Context: an optimization exercise on an open-source flow, tuned for small area, a short achievable clock period and few clock cycles. The choices shown serve that exercise and are no tape-out recipe.
Only simulation tests tie the RTL to the original design; equivalence was not proved.
Power figures rest on the tool's default switching activity, not on a simulated workload.

== trial 43 ==
Design sdram_controller, start of the top module:
module sdram_controller (
        input   clk,
        input   rst,
        output  sdram_cle,
        output  sdram_cs,
        output  sdram_cas,
        output  sdram_ras,
        output  sdram_we,
        output  sdram_dqm,
        output  [1:0]  sdram_ba,
        output  [12:0] sdram_a,
        input   [31:0] sdram_dqi,
        output  [31:0] sdram_dqo,
        input   [22:0] user_addr,
        input   rw,                  
        input   [31:0] data_in,
        output  [31:0] data_out,
        output  busy,
        input   in_valid,
        output  out_valid
    );
    localparam [9:0] REF_TH = 10'd780;
    localparam [2:0] C_NOP = 3'b111,
                     C_ACT = 3'b011,
                     C_RD  = 3'b101,
                     C_WR  = 3'b100,
                     C_PRE = 3'b010,
                     C_REF = 3'b001;
    reg  [2:0]  cmd_q;
    reg  [12:0] a_q;
    reg  [1:0]  ba_q;
    reg         req_valid;
    reg         req_rw;
    reg  [1:0]  req_b;
    reg  [12:0] req_row;
    reg  [5:0]  req_col;
    reg  [31:0] req_data;
    reg         req_hit;         
    reg  [12:0] row0, row1, row2, row3;
    reg  [3:0]  open;
    reg  [2:0]  v0, v1, v2, v3;
    reg         act_last;        
    reg  [1:0]  rd_v;            
    reg  [9:0]  rcnt;            
    reg  [1:0]  rdp;             
    assign sdram_cle = 1'b1;
    assign sdram_cs  = 1'b0;
    assign sdram_ras = cmd_q[2];
    assign sdram_cas = cmd_q[1];
    assign sdram_we  = cmd_q[0];
    assign sdram_dqm = 1'b0;
    assign sdram_ba  = ba_q;
    assign sdram_a   = a_q;
    assign sdram_dqo = req_data;
    assign out_valid = rdp[1];
    assign data_out  = sdram_dqi;
    wire col_q = cmd_q[2] & ~cmd_q[1];
    wire busy_w = req_valid & ~col_q;
    assign busy = busy_w;
    wire acc = in_valid & ~busy_w;
    wire [1:0]  in_b   = user_addr[9:8];
    wire [12:0] in_row = user_addr[22:10];
    wire [5:0]  in_col = user_addr[7:2];
    wire [3:0] zero  = {v3 == 3'd0, v2 == 3'd0, v1 == 3'd0, v0 == 3'd0};
    wire [3:0] colok = {v3 <= 3'd2, v2 <= 3'd2, v1 <= 3'd2, v0 <= 3'd2};
  ...
Settings: LEC_CHECK=0, ABC_CLOCK_PERIOD_IN_PS=2800, CAP_MARGIN=20, CORE_MARGIN=2, CORE_UTILIZATION=40, SETUP_SLACK_MARGIN=2.2, SLEW_MARGIN=20; clock period 5.0 ns.
run.sh (not shown) runs the stock make flow with config.mk's settings and CLKGATE_MAP_FILE= SYNTH_SCRIPT=/design/flow/synth_recipe.tcl, a recipe that flattens the netlist after the stock synthesis.
Testbench counts of trial 43, summed over its fixed seeds: cycles 76,139.
What trial 20 does differently from trial 43 at the input level:
- ABC_CLOCK_PERIOD_IN_PS: 2800 -> unset
--- outcome ---
- Comparing trial 43 with trial 20, the worst hold slack after final layout came out essentially unchanged.
- Detailed-routed wire length on met3 came out exactly the same in trial 20 and trial 43.
- Summary of trial 20 over trial 43: XOR/XNOR share of the synthesized area level; clock skew level.

========
sdram_controller, a different RTL version from the one above (not shown whole).
Size: ~160 flip-flops.
// sdram_controller
module sdram_controller (
        input   clk,
        input   rst,
        output  sdram_cle,
        output  sdram_cs,
        output  sdram_cas,
        output  sdram_ras,
        output  sdram_we,
        output  sdram_dqm,
        output  [1:0]  sdram_ba,
        output  [12:0] sdram_a,
        input   [31:0] sdram_dqi,
        output  [31:0] sdram_dqo,
        input   [22:0] user_addr,
        input   rw,                  
        input   [31:0] data_in,
        output  [31:0] data_out,
        output  busy,
        input   in_valid,
        output  out_valid
    );
export LEC_CHECK = 0
export CAP_MARGIN = 0
export CORE_MARGIN = 2
export CORE_UTILIZATION = 60
export CTS_BUF_LIST = sky130_fd_sc_hd__clkbuf_4 sky130_fd_sc_hd__clkbuf_8
export CTS_CLUSTER_SIZE = 40
export SETUP_SLACK_MARGIN = 2.2
export SLEW_MARGIN = 0
create_clock -name core_clock -period 5.0 [get_ports {clk}]
standard.sh (not shown) runs the stock make flow with config.mk's settings and CLKGATE_MAP_FILE= SYNTH_SCRIPT=/design/flow/synth_recipe.tcl, a recipe that flattens the netlist after the stock synthesis.
==> flow/flow/run.sh <==
#!/bin/bash
# The standard layout (the standard.sh, all ORFS steps unchanged), except that the
# buffers ORFS puts on every input and output port are sky130_fd_sc_hd__buf_2 cells.
set -euo pipefail
export BUFFER_PORTS_ARGS="-buffer_cell sky130_fd_sc_hd__buf_2"
bash standard.sh > standard.log 2>&1
Testbench counts at the start, summed over its fixed seeds: cycles 76,097.
Change:
==> flow/run.sh (new file) <==
#!/bin/bash
# synth_recipe.tcl (not shown) runs the flow's synth.tcl, then flattens the netlist and writes it again
# the make line also repeats each setting of config.mk as NAME=value (left out here)
make -C /OpenROAD-flow-scripts/flow DESIGN_CONFIG=/design/flow/config.mk WORK_HOME=/design/flow/orfs CLKGATE_MAP_FILE= SYNTH_SCRIPT=/design/flow/synth_recipe.tcl finish
Settings changed: CAP_MARGIN 0 to 20, SLEW_MARGIN 0 to 20.
removed: flow/flow/run.sh
removed: flow/standard.sh
Result:
- setup slack is worse by 0.051 ns
- via count is higher by 0.45%
- combinational power is higher by about 10%
Change:
==> flow/flow/run.sh (new file) <==
#!/bin/bash
# The standard layout (the standard.sh, all ORFS steps unchanged), except that the
# buffers ORFS puts on every input and output port are sky130_fd_sc_hd__buf_2 cells.
set -euo pipefail
export BUFFER_PORTS_ARGS="-buffer_cell sky130_fd_sc_hd__buf_2"
bash standard.sh > standard.log 2>&1
==> flow/standard.sh (new file) <==
#!/bin/bash
# synth_recipe.tcl (not shown) runs the flow's synth.tcl, then flattens the netlist and writes it again
# the make line also repeats each setting of config.mk as NAME=value (left out here)
make -C /OpenROAD-flow-scripts/flow DESIGN_CONFIG=/design/flow/config.mk WORK_HOME=/design/flow/orfs CLKGATE_MAP_FILE= SYNTH_SCRIPT=/design/flow/synth_recipe.tcl "${@:-finish}"
Settings changed: PLACE_DENSITY set to 0.75.
removed: flow/run.sh
Result:
- via count is unchanged
- sequential power hardly moves
- die area does not change
- final cell count is about the same
- critical path depth rose by 1
- final area fell by 6.3%
- setup slack gets worse by 0.015 ns
Change:
==> flow/run.sh (new file) <==
#!/bin/bash
# synth_recipe.tcl (not shown) runs the flow's synth.tcl, then flattens the netlist and writes it again
# the make line also repeats each setting of config.mk as NAME=value (left out here)
make -C /OpenROAD-flow-scripts/flow DESIGN_CONFIG=/design/flow/config.mk WORK_HOME=/design/flow/orfs CLKGATE_MAP_FILE= SYNTH_SCRIPT=/design/flow/synth_recipe.tcl finish
Settings changed: CORE_UTILIZATION 60 to 50, CTS_BUF_LIST sky130_fd_sc_hd__clkbuf_4 sky130_fd_sc_hd__clkbuf_8 to not set, CTS_CLUSTER_SIZE 40 to not set, PLACE_DENSITY 0.75 to not set, SETUP_SLACK_MARGIN 2.2 to 3.0.
removed: flow/flow/run.sh
removed: flow/standard.sh
Sequential share of layout area goes down by 6.9 points.
Die area goes up by about 20%.
Utilization goes down by 3.6 points.
Change:
==> flow/flow/run.sh (new file) <==
#!/bin/bash
# The standard layout (the standard.sh, all ORFS steps unchanged), except that the
# buffers ORFS puts on every input and output port are sky130_fd_sc_hd__buf_2 cells.
set -euo pipefail
export BUFFER_PORTS_ARGS="-buffer_cell sky130_fd_sc_hd__buf_2"
bash standard.sh > standard.log 2>&1
==> flow/standard.sh (new file) <==
#!/bin/bash
# synth_recipe.tcl (not shown) runs the flow's synth.tcl, then flattens the netlist and writes it again
# the make line also repeats each setting of config.mk as NAME=value (left out here)
make -C /OpenROAD-flow-scripts/flow DESIGN_CONFIG=/design/flow/config.mk WORK_HOME=/design/flow/orfs CLKGATE_MAP_FILE= SYNTH_SCRIPT=/design/flow/synth_recipe.tcl "${@:-finish}"
Settings changed: CORE_UTILIZATION 50 to 60, CTS_BUF_LIST set to sky130_fd_sc_hd__clkbuf_4 sky130_fd_sc_hd__clkbuf_8, CTS_CLUSTER_SIZE set to 40, SETUP_SLACK_MARGIN 3.0 to 2.5.
removed: flow/run.sh
=> Routed wire length climbs by about 1%. Power drops by 7.5%. Core utilization climbs by 7.8 points. Clock skew climbs by 0.0085 ns. Clock power drops by 20%.
Change:
==> flow/run.sh (new file) <==
#!/bin/bash
# synth_recipe.tcl (not shown) runs the flow's synth.tcl, then flattens the netlist and writes it again
# the make line also repeats each setting of config.mk as NAME=value (left out here)
make -C /OpenROAD-flow-scripts/flow DESIGN_CONFIG=/design/flow/config.mk WORK_HOME=/design/flow/orfs CLKGATE_MAP_FILE= SYNTH_SCRIPT=/design/flow/synth_recipe.tcl finish
Settings changed: CORE_UTILIZATION 60 to 55, CTS_BUF_LIST sky130_fd_sc_hd__clkbuf_4 sky130_fd_sc_hd__clkbuf_8 to not set, CTS_CLUSTER_SIZE 40 to not set, SETUP_SLACK_MARGIN 2.5 to 2.2.
removed: flow/flow/run.sh
removed: flow/standard.sh
Power is higher by a few percent.
Routed wire length is lower by a little under a tenth.
Final area is higher by a few percent.
Hold slack got worse by 0.0069 ns.
Non-clock buffer count shrinks by 18.

========
The RTL this note starts from:
==> flow/design.v <==
module sdram_controller (
        input   clk,
        input   rst,
        output  sdram_cle,
        output  sdram_cs,
        output  sdram_cas,
        output  sdram_ras,
        output  sdram_we,
        output  sdram_dqm,
        output  [1:0]  sdram_ba,
        output  [12:0] sdram_a,
        input   [31:0] sdram_dqi,
        output  [31:0] sdram_dqo,
        input   [22:0] user_addr,
        input   rw,                  
        input   [31:0] data_in,
        output  [31:0] data_out,
        output  busy,
        input   in_valid,
        output  out_valid
    );
    localparam [9:0] REF_ST = 10'd380;
    localparam [2:0] C_NOP = 3'b111,
                     C_RD  = 3'b101;
    reg  [2:0]  cmd_q;
    reg  [12:0] a_q;
    reg  [1:0]  ba_q;
    reg         req_valid;
    reg         req_rw;
    reg  [1:0]  req_b;
    reg  [12:0] req_row;
    reg  [5:0]  req_col;
    reg  [31:0] req_data;
    reg         req_hit;         
    reg  [12:0] row0, row1, row2, row3;
    reg  [3:0]  open;
    reg  [2:0]  v0, v1, v2, v3;
    reg         act_last;        
    reg  [1:0]  rd_v;            
    reg  [9:0]  rcnt;            
    reg         rp;              
    reg  [1:0]  rdp;             
    assign sdram_cle = 1'b1;
    assign sdram_cs  = 1'b0;
    assign sdram_ras = cmd_q[2];
    assign sdram_cas = cmd_q[1];
    assign sdram_we  = cmd_q[0];
    assign sdram_dqm = 1'b0;
    assign sdram_ba  = ba_q;
    assign sdram_a   = a_q;
    assign sdram_dqo = req_data;
    assign out_valid = rdp[1];
    assign data_out  = sdram_dqi;
    wire col_q  = cmd_q[2] & ~cmd_q[1];
    wire busy_w = req_valid & ~col_q;
    assign busy = busy_w;
    wire acc = in_valid & ~busy_w;
    wire [1:0]  in_b   = user_addr[9:8];
    wire [12:0] in_row = user_addr[22:10];
    wire [5:0]  in_col = user_addr[7:2];
    wire [3:0] zero  = {v3 == 3'd0, v2 == 3'd0, v1 == 3'd0, v0 == 3'd0};
    wire [3:0] colok = {v3 <= 3'd2, v2 <= 3'd2, v1 <= 3'd2, v0 <= 3'd2};
    wire [3:0] rmatch = {row3 == in_row, row2 == in_row, row1 == in_row, row0 == in_row};
    wire [3:0] in_sel = 4'b0001 << in_b;
    wire in_open  = open[in_b];
    wire in_zero  = zero[in_b];
    wire in_colok = colok[in_b];
    wire in_hit   = |(in_sel & open & rmatch);
    wire rdv0 = (rd_v == 2'd0);
    wire rq_open  = open[req_b];
    wire rq_zero  = zero[req_b];
    wire rq_colok = colok[req_b];
    wire b_col = busy_w & req_hit & rq_colok & (~req_rw | rdv0);
    wire b_pre = busy_w & ~req_hit & rq_open & rq_zero;
    wire b_act = busy_w & ~rq_open & rq_zero & ~act_last;
    wire b_any = b_col | b_pre | b_act;
    wire pe    = busy_w & ~b_any & in_valid & (in_b != req_b);
    wire y_act = pe & ~in_open & in_zero & ~act_last;
    wire a_act = ~in_open & in_zero & ~act_last;
    wire do_act_x = ~rp & (acc ? a_act : b_act);
    wire do_act   = ~rp & (acc ? a_act : (b_act | y_act));
    wire any_open   = |open;
    wire all_zero   = &zero;
    wire pre_ok_all = &(zero | ~open);
    wire do_preall  = rp & any_open & pre_ok_all;
    wire do_ref     = rp & ~any_open & all_zero;
    wire        sel_in = acc | ~b_any;
    wire [1:0]  t_b   = sel_in ? in_b   : req_b;
    wire [12:0] t_row = sel_in ? in_row : req_row;
    wire [5:0]  x_col = acc ? in_col : req_col;
    wire        x_rw  = acc ? rw : req_rw;
    wire        xv    = acc | busy_w;
    wire [3:0] tsel  = 4'b0001 << t_b;
    wire [3:0] act_k = {4{do_act}} & tsel;
    wire [12:0] a_d = do_act ? t_row : {2'b00, do_preall, 4'b0000, x_col};
    function [2:0] vnext;
        input [2:0] v;
        input act, pre, wr, rf;
        reg [2:0] dec;
        begin
            dec = (v == 3'd0) ? 3'd0 : v - 3'd1;
            if (act)
                vnext = 3'd4;
            else if (pre)
                vnext = 3'd2;
            else if (rf)
                vnext = 3'd6;
            else if (wr && dec == 3'd0)
                vnext = 3'd1;
            else
                vnext = dec;
        end
    endfunction
    wire [2:0]  n_cmd   [0:1];
    wire [3:0]  n_open  [0:1];
    wire [11:0] n_v     [0:1];
    wire [1:0]  n_rdv   [0:1];
    wire        n_rqhit [0:1];
    genvar h;
    generate
        for (h = 0; h < 2; h = h + 1) begin : hx
            wire hit = (h == 1);
            wire y_pre = pe & in_open & in_zero & ~hit;
            wire a_col = hit & in_colok & (~rw | rdv0);
            wire a_pre = ~hit & in_open & in_zero;
            wire do_col = ~rp & (acc ? a_col : b_col);
            wire do_pre = ~rp & (acc ? a_pre : (b_pre | y_pre));
            wire [3:0] pre_k = ({4{do_pre}} & tsel) | {4{do_preall}};
            wire [3:0] wr_k  = {4{do_col & x_rw}} & tsel;
            assign n_cmd[h] = {~(do_act | do_pre | do_preall | do_ref),
                               ~(do_col | do_ref),
                               ~((do_col & x_rw) | do_pre | do_preall)};
            assign n_open[h] = (open | act_k) & ~pre_k;
            assign n_v[h] = {vnext(v3, act_k[3], pre_k[3], wr_k[3], do_ref),
                             vnext(v2, act_k[2], pre_k[2], wr_k[2], do_ref),
                             vnext(v1, act_k[1], pre_k[1], wr_k[1], do_ref),
                             vnext(v0, act_k[0], pre_k[0], wr_k[0], do_ref)};
            assign n_rdv[h] = (do_col & ~x_rw) ? 2'd2 : rdv0 ? 2'd0 : rd_v - 2'd1;
            assign n_rqhit[h] = ((acc ? hit : req_hit) & ~do_preall) | do_act_x;
        end
    endgenerate
    wire hs = in_hit;
    always @(posedge clk) begin
        if (rst) begin
            cmd_q <= C_NOP;
            req_valid <= 1'b0;
            open <= 4'd0;
            v0 <= 3'd0; v1 <= 3'd0; v2 <= 3'd0; v3 <= 3'd0;
            act_last <= 1'b0;
            rd_v <= 2'd0;
            rcnt <= 10'd1;
            rp <= 1'b0;
            rdp <= 2'd0;
        end else begin
            cmd_q <= n_cmd[hs];
            req_valid <= xv;
            open <= n_open[hs];
            {v3, v2, v1, v0} <= n_v[hs];
            act_last <= do_act;
            rd_v <= n_rdv[hs];
            rcnt <= do_ref ? 10'd1 : {rcnt[8:0], rcnt[9] ^ rcnt[6]};
            rp <= (rp & ~do_ref) | (rcnt == REF_ST);
            rdp <= {rdp[0], cmd_q == C_RD};
        end
        a_q <= a_d;
        ba_q <= t_b;
        req_hit <= n_rqhit[hs];
        if (acc) begin
            req_rw <= rw;
            req_b <= in_b;
            req_row <= in_row;
            req_col <= in_col;
            req_data <= data_in;
        end
        if (act_k[0]) row0 <= t_row;
        if (act_k[1]) row1 <= t_row;
        if (act_k[2]) row2 <= t_row;
        if (act_k[3]) row3 <= t_row;
    end
endmodule
clock: 5.0 ns
lec_check: 0
cap_margin: 20
core_margin: 2
core_utilization: 60
setup_slack_margin: 2.2
slew_margin: 20
run.sh (not shown) runs the stock make flow with config.mk's settings and CLKGATE_MAP_FILE= SYNTH_SCRIPT=/design/flow/synth_recipe.tcl, a recipe that flattens the netlist after the stock synthesis.
Stock flow here: none of the scripts above is used.
Testbench counts at the start, summed over its fixed seeds: cycles 76,097.
Change:
==> flow/flow/run.sh (new file) <==
#!/bin/bash
# The standard layout (the standard.sh, all ORFS steps unchanged), except that the
# buffers ORFS puts on every input and output port are sky130_fd_sc_hd__buf_2 cells.
set -euo pipefail
export BUFFER_PORTS_ARGS="-buffer_cell sky130_fd_sc_hd__buf_2"
bash standard.sh > standard.log 2>&1
==> flow/standard.sh (new file) <==
#!/bin/bash
# synth_recipe.tcl (not shown) runs the flow's synth.tcl, then flattens the netlist and writes it again
# the make line also repeats each setting of config.mk as NAME=value (left out here)
make -C /OpenROAD-flow-scripts/flow DESIGN_CONFIG=/design/flow/config.mk WORK_HOME=/design/flow/orfs CLKGATE_MAP_FILE= SYNTH_SCRIPT=/design/flow/synth_recipe.tcl "${@:-finish}"
Settings changed: CTS_BUF_LIST set to sky130_fd_sc_hd__clkbuf_4 sky130_fd_sc_hd__clkbuf_8, CTS_CLUSTER_SIZE set to 40, SETUP_SLACK_MARGIN 2.2 to 2.35.
removed: flow/run.sh
Outcome: Sequential share of layout area grows by 3.6 points. Combinational power barely changes. Non-clock buffer count came out higher by 7.
Change:
==> flow/run.sh (new file) <==
#!/bin/bash
# synth_recipe.tcl (not shown) runs the flow's synth.tcl, then flattens the netlist and writes it again
# the make line also repeats each setting of config.mk as NAME=value (left out here)
make -C /OpenROAD-flow-scripts/flow DESIGN_CONFIG=/design/flow/config.mk WORK_HOME=/design/flow/orfs CLKGATE_MAP_FILE= SYNTH_SCRIPT=/design/flow/synth_recipe.tcl finish
Settings changed: CORE_UTILIZATION 60 to 50, CTS_BUF_LIST sky130_fd_sc_hd__clkbuf_4 sky130_fd_sc_hd__clkbuf_8 to unset, CTS_CLUSTER_SIZE 40 to unset, SETUP_SLACK_MARGIN 2.35 to 1.5.
removed: flow/flow/run.sh
removed: flow/standard.sh
Outcome: The changed run finished clean; via count fell by 3.6%; routed wire length fell by 7.4%; worst setup slack gets worse by 0.72 ns; global-route usage falls by 5.1 points; design area climbs by 6.0%; non-clock buffer count drops by 11; area after synthesis stays the same; die area came out higher by 19%; core utilization goes down by 9.0 points; clock power increases by 39%; sequential power stays flat.
Change:
==> flow/flow/run.sh (new file) <==
#!/bin/bash
# The standard layout (the standard.sh, all ORFS steps unchanged), except that the
# buffers ORFS puts on every input and output port are sky130_fd_sc_hd__buf_2 cells.
set -euo pipefail
export BUFFER_PORTS_ARGS="-buffer_cell sky130_fd_sc_hd__buf_2"
bash standard.sh > standard.log 2>&1
==> flow/standard.sh (new file) <==
#!/bin/bash
# synth_recipe.tcl (not shown) runs the flow's synth.tcl, then flattens the netlist and writes it again
# the make line also repeats each setting of config.mk as NAME=value (left out here)
make -C /OpenROAD-flow-scripts/flow DESIGN_CONFIG=/design/flow/config.mk WORK_HOME=/design/flow/orfs CLKGATE_MAP_FILE= SYNTH_SCRIPT=/design/flow/synth_recipe.tcl "${@:-finish}"
Settings changed: CORE_UTILIZATION 50 to 60, CTS_BUF_LIST set to sky130_fd_sc_hd__clkbuf_8 sky130_fd_sc_hd__clkbuf_16, CTS_CLUSTER_DIAMETER set to 150, CTS_CLUSTER_SIZE set to 100, SETUP_SLACK_MARGIN 1.5 to 2.2.
removed: flow/run.sh
Outcome:
- via count climbs by 2.2%
- global-route usage rose by 3.6 points
- final cell count went down by 3.8%
- setup slack gains 0.64 ns
- cell area falls by 5.9%

port drivers added, routing unchanged:
No port has a modelled driver above. Below, the same layouts with a new extraction and two added sets of constraints.
Step 1 (the two cells are an assumption about what drives the block):
set clk [get_ports {clk}]
set_driving_cell -lib_cell sky130_fd_sc_hd__clkbuf_16 $clk
set_driving_cell -lib_cell sky130_fd_sc_hd__buf_2 [delete_from_list [all_inputs] $clk]
Step 2 moves the port delays by t, midway between the first and last clock arrival at a register: inputs arrive t later, outputs are due t later. That takes back most of the time a late clock gives input paths.
a / b / c = ideal ports / drivers / drivers and shift; a / b = the first two.
| run | t, ns | slack for setup (ns) | worst setup path after step 2 |
|---|---|---|---|
| trial 43 | 0.472 | 1.514 / 1.506 / 1.034 | input to register |
| trial 20 | 0.472 | 1.514 / 1.506 / 1.034 | input to register |
| the first run of note 2 | 0.485 | 2.281 / 2.293 / 1.808 | input to register |
| the second run of note 2 | 0.481 | 2.230 / 2.225 / 1.744 | input to register |
| the third run of note 2 | 0.484 | 2.215 / 2.215 / 1.767 | input to register |
| the fourth run of note 2 | 0.461 | 2.265 / 2.270 / 1.809 | input to register |
| the fifth run of note 2 | 0.487 | 2.456 / 2.456 / 1.970 | input to register |
| the sixth run of note 2 | 0.454 | 2.253 / 2.266 / 1.813 | input to register |
| the first run of note 3 | 0.568 | 2.248 / 2.248 / 1.745 | input to register |
| the second run of note 3 | 0.475 | 2.370 / 2.366 / 1.891 | input to register |
| the third run of note 3 | 0.455 | 1.647 / 1.662 / 1.207 | input to register |
| the fourth run of note 3 | 0.569 | 2.284 / 2.295 / 1.727 | input to register |
After both steps setup and hold are still met in every run listed. For the fourth run of note 3, which loses most, drivers alone change the setup slack by +0.011 ns; drivers and shift together by -0.557 ns.
